Source: an optimization exercise on an open RTL-to-GDS flow (aim: small area, a short achievable clock period and few clock cycles per item). Production flows keep margins and buffers that such runs may drop. In this exercise RTL edits were held to simulation tests only and were not proved equivalent to the original.

**design.v**
```verilog
`timescale 1ns / 1ps
`default_nettype none
module kitten_fabric_tile #(
    parameter N_PRE       = 4096,
    parameter N_POST      = 4096,
    parameter ADDRW_PRE   = 13,
    parameter ADDRW_CSR   = 18,
    parameter ADDRW_POST  = 12,
    parameter PACK_WIDTH  = 8,
    parameter BRAM_DELAY  = 1
) (
    input  wire                  clk,
    input  wire                  rst,
    input  wire                  i_step_start,
    input  wire                  i_proj_done,
    output wire                  o_step_done,
    input  wire                  i_pre_spike_valid,
    input  wire [15:0]           i_pre_spike_idx,
    input  wire                  i_pre_spike,
    output wire                  o_pre_spike_ready,
    output wire                  o_post_spike_valid,
    output wire [PACK_WIDTH-1:0] o_post_spike_data,
    input  wire                  i_post_spike_ready,
    output wire [ADDRW_PRE-1:0]  o_indptr_addr,
    input  wire [31:0]           i_indptr_data,
    output wire [ADDRW_CSR-1:0]  o_indices_addr,
    input  wire [31:0]           i_indices_data,
    output wire [ADDRW_CSR-1:0]  o_values_addr,
    input  wire [15:0]           i_values_q_data,
    input  wire [15:0]           i_scale_q,
    output wire [ADDRW_POST-1:0] o_I_addr,
    output wire                  o_I_we,
    output wire [31:0]           o_I_din,
    input  wire [31:0]           i_I_dout,
    output wire [ADDRW_POST-1:0] o_v_addr,
    output wire                  o_v_we,
    output wire [31:0]           o_v_din,
    input  wire [31:0]           i_v_dout,
    input  wire [15:0]           i_alpha,
    input  wire [15:0]           i_v_th
);
    localparam [1:0] T_IDLE = 2'd0;
    localparam [1:0] T_PROJ = 2'd1;
    localparam [1:0] T_POP  = 2'd2;
    localparam [1:0] T_DONE = 2'd3;
    localparam [1:0] F_IDLE = 2'd0;    
    localparam [1:0] F_P0   = 2'd1;    
    localparam [1:0] F_P1   = 2'd2;    
    localparam [1:0] F_IT   = 2'd3;    
    reg  [1:0]  st;
    reg  [1:0]  fe;
    reg         ph;
    reg         rdy;
    reg  [12:0] pa;          
    reg  [18:0] k;           
    reg  [18:0] kend;        
    reg  [2:0]  ev;          
    reg  [3:0]  sv;          
    reg  [15:0] A;           
    reg  [16:0] B;           
    reg  [15:0] vh;
    reg  [32:0] P;           
    reg  [31:0] rd;          
    reg  [31:0] acc;
    reg  [31:0] D;           
    reg  [11:0] AD;          
    reg  [11:0] aw;          
    reg         I_we, v_we;
    reg  [8:0]  pk;          
    reg  [7:0]  ow;
    reg         owv;
    wire pop  = (st == T_POP);
    wire proj = (st == T_PROJ);
    assign o_step_done        = (st == T_DONE);
    assign o_pre_spike_ready  = rdy;
    assign o_post_spike_valid = owv;
    assign o_post_spike_data  = ow;
    assign o_indptr_addr      = pa;
    assign o_indices_addr     = k[17:0];
    assign o_values_addr      = k[17:0];
    assign o_I_addr           = AD;
    assign o_v_addr           = AD;
    assign o_I_we             = I_we;
    assign o_v_we             = v_we;
    assign o_I_din            = D & {32{proj}};
    assign o_v_din            = D;
    wire [18:0] kend_cur = (fe == F_P1) ? i_indptr_data[18:0] : kend;
    wire        has      = (k < kend_cur);
    wire        last     = ((k + 19'd1) == kend_cur);
    wire        issue    = ((fe == F_P1) && has && !ph) || ((fe == F_IT) && !ph);
    wire        acc_ev   = i_pre_spike_valid && rdy &&
                           (proj || ((st == T_IDLE) && i_step_start));
    wire        proj_idle = (fe == F_IDLE) && !(|ev) && !I_we;
    wire signed [32:0] prod  = $signed(A) * $signed(B);
    wire [31:0] p_lo  = {{13{P[32]}}, P[32:14]};
    wire [31:0] p_hi  = {P[29:0], 2'b00};
    wire [31:0] sum   = (ph ? rd : acc) + (ph ? p_lo : p_hi);
    wire [31:0] th    = {{16{kend[15]}}, kend[15:0]};
    wire [31:0] dif   = acc - th;
    wire        spk   = !(($signed(acc)) < ($signed(th)));
    wire [31:0] vnew  = spk ? dif : acc;
    wire        fwd   = !pop && I_we && (AD == aw);
    wire        rd_issue = !k[12] && !((k[2:0] == 3'd7) && owv);
    always @(posedge clk or posedge rst) begin
        if (rst) begin
            st   <= T_IDLE;
            fe   <= F_IDLE;
            ph   <= 1'b0;
            rdy  <= 1'b1;
            ev   <= 3'd0;
            sv   <= 4'd0;
            I_we <= 1'b0;
            v_we <= 1'b0;
            owv  <= 1'b0;
        end else begin
            ph <= !ph;
            ev <= {ev[1:0], issue};
            case (st)
                T_IDLE: if (i_step_start) st <= T_PROJ;
                T_PROJ: if (proj_idle && !i_pre_spike_valid && i_proj_done) st <= T_POP;
                T_POP:  if (k[12] && !(|sv) && !v_we && !owv) st <= T_DONE;
                T_DONE: if (!i_step_start) st <= T_IDLE;
            endcase
            case (fe)
                F_P0: fe <= F_P1;
                F_P1: begin
                    if (!has) begin
                        fe  <= F_IDLE;
                        rdy <= 1'b1;
                    end else if (!ph) begin
                        if (last) begin
                            fe  <= F_IDLE;
                            rdy <= 1'b1;
                        end else begin
                            fe <= F_IT;
                        end
                    end else begin
                        fe <= F_IT;
                        if (last) rdy <= 1'b1;
                    end
                end
                F_IT: begin
                    if (!ph) begin
                        if (rdy) fe <= F_IDLE;
                    end else begin
                        if (last) rdy <= 1'b1;
                    end
                end
                default: ;
            endcase
            if (acc_ev) begin
                if (i_pre_spike) begin
                    fe  <= F_P0;
                    rdy <= 1'b0;
                end else begin
                    fe  <= F_IDLE;
                end
            end
            if (pop) begin
                if (ph) begin
                    I_we <= rd_issue;
                    v_we <= 1'b0;
                    sv   <= {sv[2:0], rd_issue};
                    if (sv[2]) begin
                        if (pk[1]) owv <= 1'b1;
                    end
                end else begin
                    I_we <= 1'b0;
                    v_we <= sv[3];
                end
            end else begin
                I_we <= ph ? ev[2] : 1'b0;
                v_we <= 1'b0;
                sv   <= 4'd0;
            end
            if (owv && i_post_spike_ready) owv <= 1'b0;
        end
    end
    always @(posedge clk) begin
        if (acc_ev)
            pa <= i_pre_spike_idx[12:0];
        else if (fe == F_P0)
            pa <= pa + 13'd1;
        if (proj && (st == T_PROJ) && i_proj_done && proj_idle && !i_pre_spike_valid)
            k <= 19'd0;
        else if (pop) begin
            if (ph && rd_issue) k <= k + 19'd1;
        end else if (fe == F_P0)
            k <= i_indptr_data[18:0];
        else if (issue)
            k <= k + 19'd1;
        if (pop)
            kend <= {3'd0, i_v_th};
        else if (fe == F_P1)
            kend <= i_indptr_data[18:0];
        if (!ph) A <= pop ? i_alpha : i_values_q_data;
        if (pop) B <= ph ? {1'b0, i_v_dout[15:0]} : {vh[15], vh};
        else     B <= {1'b0, i_scale_q};
        vh <= i_v_dout[31:16];
        P  <= prod;
        if (pop ? ph : !ph) rd <= fwd ? D : i_I_dout;
        acc <= sum;
        if (ph) D <= pop ? vnew : sum;
        if (pop) begin
            if (ph) begin
                AD <= k[11:0];
            end else begin
                AD <= aw;
                if (sv[3]) aw <= aw + 12'd1;
            end
        end else begin
            if (ph) begin
                AD <= aw;
                aw <= AD;
            end else begin
                AD <= i_indices_data[11:0];
            end
            if (proj_idle && !i_pre_spike_valid && i_proj_done) aw <= 12'd0;
        end
        if (!pop) pk <= 9'h100;
        else if (ph && sv[2]) begin
            if (pk[1]) begin
                ow <= {spk, pk[8:2]};
                pk <= 9'h100;
            end else begin
                pk <= {spk, pk[8:1]};
            end
        end
    end
endmodule
`default_nettype wire
```
**run.sh**
```bash
#!/bin/bash
# synth_recipe.tcl (not shown) runs the flow's synth.tcl, then flattens the netlist and writes it again
# the make line also repeats each setting of config.mk as NAME=value (left out here)
make -C /OpenROAD-flow-scripts/flow DESIGN_CONFIG=/design/flow/config.mk WORK_HOME=/design/flow/orfs CLKGATE_MAP_FILE= SYNTH_SCRIPT=/design/flow/synth_recipe.tcl finish
```
**config.mk**
```make
export PLATFORM = sky130hd
export DESIGN_NAME = kitten_fabric_tile
export DESIGN_NICKNAME = kitten_fabric_tile
export VERILOG_FILES = /design/flow/design.v
export SDC_FILE = /design/flow/constraint.sdc
export NUM_CORES = 4
export LEC_CHECK = 0
export CAP_MARGIN = 20
export CORE_MARGIN = 2
export CORE_UTILIZATION = 40
export SLEW_MARGIN = 20
```
**constraint.sdc**
```tcl
create_clock -name core_clock -period 14.0 [get_ports {clk}]
set_input_delay 2.8000 -clock core_clock [delete_from_list [all_inputs] [get_ports {clk}]]
set_output_delay 2.8000 -clock core_clock [all_outputs]
set_load 0.01 [all_outputs]
```
==> results_dict.tcl, run 1 <==
set metrics [dict create \
    syn_nets 3493 \
    hp-class "flop to flop" \
    hold_viol 0 \
    period_share_pct 49.4 \
    path_buf_inv 1 \
    crit_path_end_kind "flop" \
    synth_top_area_share_pct 20.8 \
    synth_mux_area_share_pct 6.91 \
    ys_seq_elements 285 \
    ys.flop_type "dfxtp_1" \
    yosys.area.top_type "fa_1" \
    slew_headroom_pct 29.5 \
    fin_tns_setup_ns 0 \
    post-synth-top-count-cell "inv_1" \
    first_global_vias 21200 \
    fillerInstances 6103 \
    cts_root_buf "clkbuf_16" \
    wl_per_cell_um 18.8 \
    overflow 0 \
    fmax_mhz 145 \
    worstPathRequired_ns 14.43 \
    grt_pass1_wl_um 117000 \
    worstPathCellList "nand2_1, fa_1, fa_1, fa_1, fa_1, inv_1, fa_1, fa_1, ha_1, and3_1, nand2_1, o21ai_0, a21oi_1, o21ai_0, a21oi_1, o21bai_1, a21oi_1, xnor2_1" \
    synth_common_cells "372 x inv_1, 278 x fa_1, 244 x nand2_1, 181 x ha_1, 172 x and2_1" \
    yosysUniqueCellTypes 80 \
    io_buffers 328 \
    coreArea_um2 66000 \
    post_cts_resized 0 \
    worst_pin_slew_ns 1.06 \
    grtUsageTotal_pct 21.2 \
    rrSetupSlack_ns 7.08 \
    timing.rr.end "P[25]$_DFF_P_" \
    cts_hold_buf 0 \
    startpoint_type "flop" \
    remaining_drc_errors 0 \
    antenna_found_initial 3 \
    clk_latency_ns 0.56 \
    viasPerCell 5.19 \
    grt_setup_unrepaired "false" \
    cts_inserted_buffers 34 \
    dr.first_iter.drc_count 1113 \
    critPathTopFamily "adder cells" \
    cts_tree "built" \
    avgSynthCellArea_um2 9.49 \
    cts_sinks 285 \
    finalSetupViolations 0 \
    status "finished clean" \
    placementRows 94 \
    synth_area_leaders "fa_1 21%, edfxtp_1 13%, dfxtp_1 12%" \
    arrival_ns 7.35 \
    period_minus_slack_ns 6.92 \
    synth_compound_area_share_pct 10.7 \
    synth_adder_area_share_pct 29.3 \
    cap_violations 0 \
    crit_end "P[25]$_DFF_P_" \
    clkSlewWorstSetupHoldPaths_ns 0.06 \
    synthToLayoutAreaGrowth_pct 17.6 \
    synth_cells 2819 \
    crit_cells 18 \
    num_io_pins 365 \
    async_flop_share_pct 5.61 \
    synth_top_family_by_area "adder cells" \
    place_congestion 0.918 \
    reg2reg_from "B[9]$_DFF_P_" \
    synth_edf_count 113 \
    fp.dieH_um 263 \
    via_count 20400 \
    path_max_fanout 16 \
    fin_nets 3704 \
    skew_ns 0.0324 \
    drive_above_1_share_pct 6.09 \
    r2r_cells 18 \
    ant_nets 0 \
    ys_warn_count 1 \
    finalMaxSlewViolations 0 \
    cpMostUsedCell "fa_1" \
    max_stage_delay_ns 1.00 \
    post_cts_buffers 0 \
    crit_start "B[9]$_DFF_P_" \
    path_class "flop to flop" \
    grt_max_degree 91 \
    synthXorXnorAreaFrac_pct 5.43 \
    start_util_pct 40.6 \
    ys_seq_area_share_pct 25.8 \
    dr.pass1.iters 7 \
    synth-simple-area-share_pct 13.5 \
    syn-cell-area_um2 26800 \
    fin_util_pct 47.7 \
    die_area_um2 69000 \
    die_x_um 263 \
    clockBufferDepth 3 \
    routed_wl_um 73600 \
    dp_hpwl_um 57000 \
    cp_slowest_cell "dfxtp_1" \
    htreeDepth 2 \
]
-- worst min-delay path by stage --
stage | from | endpoint | slack (ns) | cells after the start
after global routing | ev[0]$_DFF_PP0_ | ev[1]$_DFF_PP0_ | 0.40 | 0
after CTS | ev[0]$_DFF_PP0_ | ev[1]$_DFF_PP0_ | 0.38 | 0
after floorplan | ev[0]$_DFF_PP0_ | ev[1]$_DFF_PP0_ | 0.35 | 0
final | ev[0]$_DFF_PP0_ | ev[1]$_DFF_PP0_ | 0.38 | 0
after global placement | ev[0]$_DFF_PP0_ | ev[1]$_DFF_PP0_ | 0.36 | 0
after detailed placement | ev[0]$_DFF_PP0_ | ev[1]$_DFF_PP0_ | 0.37 | 0
-- through the flow --
stage | setup WS [ns] | area [um^2] | hold WS, ns | cells
2_1_floorplan | 7.97 | 26800 | 0.355 | 2819
3_3_place_gp | 7.26 | 30400 | 0.360 | 3858
3_5_place_dp | 7.15 | 30400 | 0.369 | 3858
4_1_cts | 7.13 | 31500 | 0.383 | 3920
5_1_grt | 6.72 | 31500 | 0.397 | 3921
6_report | 7.08 | 31500 | 0.383 | 3921
-- registers in the layout (all words and copies together), names as in the netlist, 12 cells and up --
| signal | cells |
|---|---|
| AD | 12 |
| pa | 13 |
| acc | 32 |
| D | 32 |
| aw | 12 |
| B | 17 |
| rd | 32 |
| k | 19 |
| P | 33 |
| A | 16 |
| kend | 19 |
| vh | 16 |
-- worst register-to-register path, delay by kind of cell, from the launching register on --
family	cells	cell delay, ns
fa+ha+maj	7	3.45
compound gates	6	1.70
flops	1	1.00
simple gates	3	0.50
xor+xnor	1	0.13
buf+inv	1	0.05
-- kinds of logic after synthesis --
| group | after synthesis |
|---|---|
| and+or+nand+nor | 744 |
| buffers and inverters | 537 |
| muxes | 172 |
| adders and majority gates | 459 |
| xor gates and xnor gates | 166 |
| AOI/OAI and AO/OA | 456 |
| DFF | 285 |
-- cell usage in the layout (no fill, tap or decap), types with 64 or more instances in the layout --
| cell | n |
|---|---|
| clkdlybuf4s50_1 | 328 |
| nand2_1 | 243 |
| mux2i_1 | 74 |
| mux2_2 | 97 |
| fa_1 | 278 |
| and2_1 | 172 |
| inv_1 | 372 |
| nor2_1 | 148 |
| a21oi_1 | 154 |
| xnor2_1 | 102 |
| ha_1 | 180 |
| dfxtp_1 | 156 |
| edfxtp_1 | 113 |
| xor2_1 | 64 |
| o21ai_0 | 91 |
-- layout make-up --
type | count | area [um^2] | share of cell area (%)
Tap cell | 864 | 1080 | 3.43
Clock inverter | 17 | 133 | 0.421
Inverter | 373 | 1400 | 4.45
Clock buffer | 45 | 935 | 2.97
Antenna cell | 1 | 2.50 | 0.00795
Timing Repair Buffer | 339 | 3370 | 10.7
Sequential cell | 285 | 6920 | 22.0
Multi-Input combinational cell | 1997 | 17600 | 56.0
-- routing by layer --
metal | vias up | routed length (um) | global-route usage [%]
met5 | - | 10 | 0
met4 | 2 | 2110 | 6.94
met3 | 102 | 2920 | 2.05
met2 | 566 | 35800 | 36.6
met1 | 10000 | 32800 | 27.9
li1 | 9642 | - | -
Testbench counts, summed over its fixed seeds: cycles 330,670, steps 24.
==> inputs of run 2 (changes only) <==
--- a/design.v
+++ b/design.v
@@ -56,7 +56,7 @@
     reg  [18:0] kend;        
     reg  [2:0]  ev;          
     reg  [3:0]  sv;          
-    reg  [15:0] A;           
+    reg  [7:0]  NEG, ONE, TWO;    
     reg  [16:0] B;           
     reg  [15:0] vh;
     reg  [32:0] P;           
@@ -69,6 +69,7 @@
     reg  [8:0]  pk;          
     reg  [7:0]  ow;
     reg         owv;
+    reg         pdv;         
     wire pop  = (st == T_POP);
     wire proj = (st == T_PROJ);
     assign o_step_done        = (st == T_DONE);
@@ -85,19 +86,47 @@
     assign o_I_din            = D & {32{proj}};
     assign o_v_din            = D;
     wire [18:0] kend_cur = (fe == F_P1) ? i_indptr_data[18:0] : kend;
-    wire        has      = (k < kend_cur);
+    wire        has      = (k != kend_cur);
     wire        last     = ((k + 19'd1) == kend_cur);
     wire        issue    = ((fe == F_P1) && has && !ph) || ((fe == F_IT) && !ph);
     wire        acc_ev   = i_pre_spike_valid && rdy &&
                            (proj || ((st == T_IDLE) && i_step_start));
     wire        proj_idle = (fe == F_IDLE) && !(|ev) && !I_we;
-    wire signed [32:0] prod  = $signed(A) * $signed(B);
+    wire        go_pop    = proj && proj_idle && pdv;
+    reg  [32:0] prod;
+    reg  [17:0] m;
+    integer j;
+    always @(*) begin
+        prod = 33'd0;
+        for (j = 0; j < 8; j = j + 1) begin
+            m = ({18{ONE[j]}} & {B[16], B}) | ({18{TWO[j]}} & {B, 1'b0});
+            m = m ^ {18{NEG[j]}};
+            m[17] = ~m[17];
+            prod = prod + ({15'd0, m} << (2*j));
+            prod = prod - (33'd1 << (17 + 2*j));
+        end
+        prod = prod + {17'd0, 1'b0, NEG[7], 1'b0, NEG[6], 1'b0, NEG[5], 1'b0, NEG[4],
+                       1'b0, NEG[3], 1'b0, NEG[2], 1'b0, NEG[1], 1'b0, NEG[0]};
+    end
+    wire [15:0] a_in = pop ? i_alpha : i_values_q_data;
+    wire [16:0] a_x  = {a_in, 1'b0};
+    reg  [7:0]  neg_n, one_n, two_n;
+    integer q;
+    always @(*) begin
+        for (q = 0; q < 8; q = q + 1) begin
+            neg_n[q] = a_x[2*q+2] & ~(a_x[2*q+1] & a_x[2*q]);
+            one_n[q] = a_x[2*q+1] ^ a_x[2*q];
+            two_n[q] = (a_x[2*q+2] & ~a_x[2*q+1] & ~a_x[2*q]) |
+                       (~a_x[2*q+2] & a_x[2*q+1] & a_x[2*q]);
+        end
+    end
     wire [31:0] p_lo  = {{13{P[32]}}, P[32:14]};
     wire [31:0] p_hi  = {P[29:0], 2'b00};
     wire [31:0] sum   = (ph ? rd : acc) + (ph ? p_lo : p_hi);
     wire [31:0] th    = {{16{kend[15]}}, kend[15:0]};
-    wire [31:0] dif   = acc - th;
-    wire        spk   = !(($signed(acc)) < ($signed(th)));
+    wire [32:0] dif33 = {acc[31], acc} - {th[31], th};
+    wire [31:0] dif   = dif33[31:0];
+    wire        spk   = !dif33[32];
     wire [31:0] vnew  = spk ? dif : acc;
     wire        fwd   = !pop && I_we && (AD == aw);
     wire        rd_issue = !k[12] && !((k[2:0] == 3'd7) && owv);
@@ -112,12 +141,14 @@
             I_we <= 1'b0;
             v_we <= 1'b0;
             owv  <= 1'b0;
+            pdv  <= 1'b0;
         end else begin
+            pdv <= i_proj_done && !i_pre_spike_valid;
             ph <= !ph;
             ev <= {ev[1:0], issue};
             case (st)
                 T_IDLE: if (i_step_start) st <= T_PROJ;
-                T_PROJ: if (proj_idle && !i_pre_spike_valid && i_proj_done) st <= T_POP;
+                T_PROJ: if (go_pop) st <= T_POP;
                 T_POP:  if (k[12] && !(|sv) && !v_we && !owv) st <= T_DONE;
                 T_DONE: if (!i_step_start) st <= T_IDLE;
             endcase
@@ -177,23 +208,24 @@
         end
     end
     always @(posedge clk) begin
-        if (acc_ev)
-            pa <= i_pre_spike_idx[12:0];
-        else if (fe == F_P0)
-            pa <= pa + 13'd1;
-        if (proj && (st == T_PROJ) && i_proj_done && proj_idle && !i_pre_spike_valid)
+        pa <= rdy ? i_pre_spike_idx[12:0] : pa + 13'd1;
+        if (go_pop)
             k <= 19'd0;
         else if (pop) begin
             if (ph && rd_issue) k <= k + 19'd1;
         end else if (fe == F_P0)
             k <= i_indptr_data[18:0];
-        else if (issue)
+        else if (fe[1] && !ph)
             k <= k + 19'd1;
         if (pop)
             kend <= {3'd0, i_v_th};
         else if (fe == F_P1)
             kend <= i_indptr_data[18:0];
-        if (!ph) A <= pop ? i_alpha : i_values_q_data;
+        if (!ph) begin
+            NEG <= neg_n;
+            ONE <= one_n;
+            TWO <= two_n;
+        end
         if (pop) B <= ph ? {1'b0, i_v_dout[15:0]} : {vh[15], vh};
         else     B <= {1'b0, i_scale_q};
         vh <= i_v_dout[31:16];
@@ -215,7 +247,7 @@
             end else begin
                 AD <= i_indices_data[11:0];
             end
-            if (proj_idle && !i_pre_spike_valid && i_proj_done) aw <= 12'd0;
+            if (go_pop) aw <= 12'd0;
         end
         if (!pop) pk <= 9'h100;
         else if (ph && sv[2]) begin
==> run 2 against run 1 <==
Effect of this change:
- first-iteration DRC count grew 14%
- register-to-register slack gained 0.84 ns
- core utilization grew 0.58 points
- sequential share of layout area grew 2.9 points
- flip-flop and latch count grew 9
- setup slack gained 0.84 ns
- final area shrank 9.8%
==> results_dict.tcl, run 2 <==
set metrics [dict create \
    status "finished clean" \
    clk_latency_ns 0.58 \
    cts_sinks 294 \
    grt_setup_unrepaired "false" \
    die_area_um2 61200 \
    slew_headroom_pct 26.5 \
    seq_area_um2 7060 \
    finalSetupViolations 0 \
    ys_warn_count 1 \
    hp-class "flop to flop" \
    synth_area_leaders "dfxtp_1 14%, edfxtp_1 14%, ha_1 8.9%" \
    antenna_found_initial 1 \
    cts_tree "built" \
    startpoint_type "flop" \
    layout_commonest_cell "clkdlybuf4s50_1" \
    worstPathRequired_ns 14.47 \
    fin_nets 3203 \
    fp.dieH_um 247 \
    fmax_mhz 164 \
    whs_ns 0.354 \
    hold_viol 0 \
    place_area_um2 27100 \
    routed_wl_um 69400 \
    synth_common_cells "192 x inv_1, 183 x xnor2_1, 169 x dfxtp_1, 168 x ha_1, 160 x nand2_1" \
    crit_path_end_kind "flop" \
    largest_reg_flops 33 \
    skew_ns 0.0454 \
    remaining_drc_errors 0 \
    coreArea_um2 58800 \
    top_register "P" \
    start_util_pct 40.3 \
    ys_seq_elements 294 \
    clockBufferDepth 3 \
    multiInputGateArea_um2 15000 \
    placementRows 89 \
    cts_hold_buf 0 \
    syn-cell-area_um2 23700 \
    fin_tns_setup_ns 0 \
    overflow 0 \
    ant_nets 0 \
    ys_seq_area_share_pct 29.8 \
    post-route-cell-area_um2 28400 \
    synthToLayoutAreaGrowth_pct 19.9 \
    synth_top_area_share_pct 14.3 \
    final_cell_mix "328 x clkdlybuf4s50_1, 191 x inv_1, 183 x xnor2_1, 169 x dfxtp_1, 167 x ha_1" \
    dp_hpwl_um 51500 \
    wl_per_cell_um 19.7 \
    cts_inserted_buffers 36 \
    viasPerCell 5.40 \
    period_minus_slack_ns 6.08 \
    drive_above_1_share_pct 6.91 \
    dr.first_iter.drc_count 1264 \
    fin_util_pct 48.3 \
    post_cts_buffers 0 \
    path_max_fanout 18 \
    dr.pass1.iters 6 \
    fillerInstances 5516 \
    syn_nets 3031 \
    async_flop_share_pct 5.78 \
    grt_max_degree 84 \
    num_io_pins 365 \
    grt_pass1_wl_um 107000 \
    worst_pin_slew_ns 1.10 \
    ys.flop_type "dfxtp_1" \
    arrival_ns 6.55 \
    first_global_vias 18900 \
    synth_cells 2548 \
    antenna_cells 0 \
    place_congestion 0.918 \
    finalMaxSlewViolations 0 \
    die_x_um 247 \
    period_share_pct 43.4 \
    avgSynthCellArea_um2 9.30 \
    io_buffers 328 \
    via_count 19000 \
    grtUsageTotal_pct 22.4 \
    htreeDepth 2 \
    post-synth-top-count-cell "inv_1" \
    cap_violations 0 \
    yosys.area.top_type "dfxtp_1" \
    post_cts_resized 0 \
    cts_root_buf "clkbuf_16" \
    synth_edf_count 108 \
    clkSlewWorstSetupHoldPaths_ns 0.06 \
    path_class "flop to flop" \
    yosysUniqueCellTypes 72 \
]
-- run 2: final cells by class --
cell class / count / area share (%)
Clock buffer: 51 / 3.66
Clock inverter: 15 / 0.718
Inverter: 192 / 2.54
Multi-Input combinational cell: 1852 / 52.7
Sequential cell: 294 / 24.9
Tap cell: 773 / 3.41
Timing Repair Buffer: 344 / 12.1
-- run 2: cell families after synthesis --
kind of cell / share of synthesized area [%]
AOI/OAI and AO/OA: 16.2
buffers and inverters: 7.23
adders and majority gates: 17.3
DFF: 29.8
muxes: 8.39
and+or+nand+nor: 10.3
xor gates and xnor gates: 10.9
-- run 2: metrics by stage --
stage | setup WS [ns] | std cells
floorplan | 8.45 | 2548
detailed placement | 8.12 | 3454
CTS | 8.06 | 3520
global route | 7.71 | 3521
finish | 7.92 | 3521
global placement | 8.03 | 3453
-- run 2: critical path: stages (launching register included) --
cell	delay [ns]
edfxtp_1	0.90
a22oi_1	0.24
xnor2_1	0.21
fa_1	0.56
inv_1	0.05
fa_1	0.47
inv_1	0.05
fa_1	0.44
ha_1	0.29
ha_1	0.35
o21ai_0	0.14
a221oi_1	0.48
a221oi_1	0.27
a21oi_1	0.44
a21oi_1	0.21
o21ai_0	0.32
a21o_1	0.19
nand2_1	0.06
a21oi_1	0.17
xor2_1	0.15
-- run 2: metal layers --
| metal | GRT usage [%] | share of wire, % | vias up | wire length (um) |
|---|---|---|---|---|
| met5 | 0 | 0 | - | 0 |
| met4 | 6.20 | 2.3 | 0 | 1580 |
| met3 | 3.13 | 5.8 | 104 | 4050 |
| met2 | 38.5 | 48 | 581 | 33200 |
| met1 | 29.2 | 44 | 9158 | 30600 |
| li1 | - | - | 9169 | - |
-- run 2: final timing paths --
kind                                   from         endpoint  slack, ns  cells after the start
max                        ONE[3]$_DFFE_PN_    P[31]$_DFF_P_       7.92                     19
max reg2reg                ONE[3]$_DFFE_PN_    P[31]$_DFF_P_       7.92                     19
min in group asynchronous               rst  owv$_DFFE_PP0P_       2.64                      2
min reg2reg                 ev[1]$_DFF_PP0_  ev[2]$_DFF_PP0_       0.35                      0
min                         ev[1]$_DFF_PP0_  ev[2]$_DFF_PP0_       0.35                      0
max in group asynchronous               rst     ph$_DFF_PP0_      10.82                      2
Testbench counts of run 2, summed over its fixed seeds: cycles 330,670, steps 24.

## port drivers added, routing unchanged
Ports are ideal in the flow. The routed layouts listed here were re-timed in OpenROAD.
Step 1 (the two cells are an assumption about what drives the block):
set clk [get_ports {clk}]
set_driving_cell -lib_cell sky130_fd_sc_hd__clkbuf_16 $clk
set_driving_cell -lib_cell sky130_fd_sc_hd__buf_2 [delete_from_list [all_inputs] $clk]
Step 2 moves the port delays by t, midway between the first and last clock arrival at a register: inputs arrive t later, outputs are due t later. That takes back most of the time a late clock gives input paths.
Three values: ideal, step 1, step 2; two values: the first two.
| run | shift t [ns] | setup slack, ns | worst setup path at the end | worst data-port slew with drivers (ns) | cell pins on the clock port's net |
|---|---|---|---|---|---|
| run 1 | 0.597 | 7.081 / 7.081 / 7.081 | register to register | 0.10 | 1 |
| run 2 | 0.613 | 7.921 / 7.921 / 7.921 | register to register | 0.09 | 1 |
After both steps setup and hold are still met in every run listed.
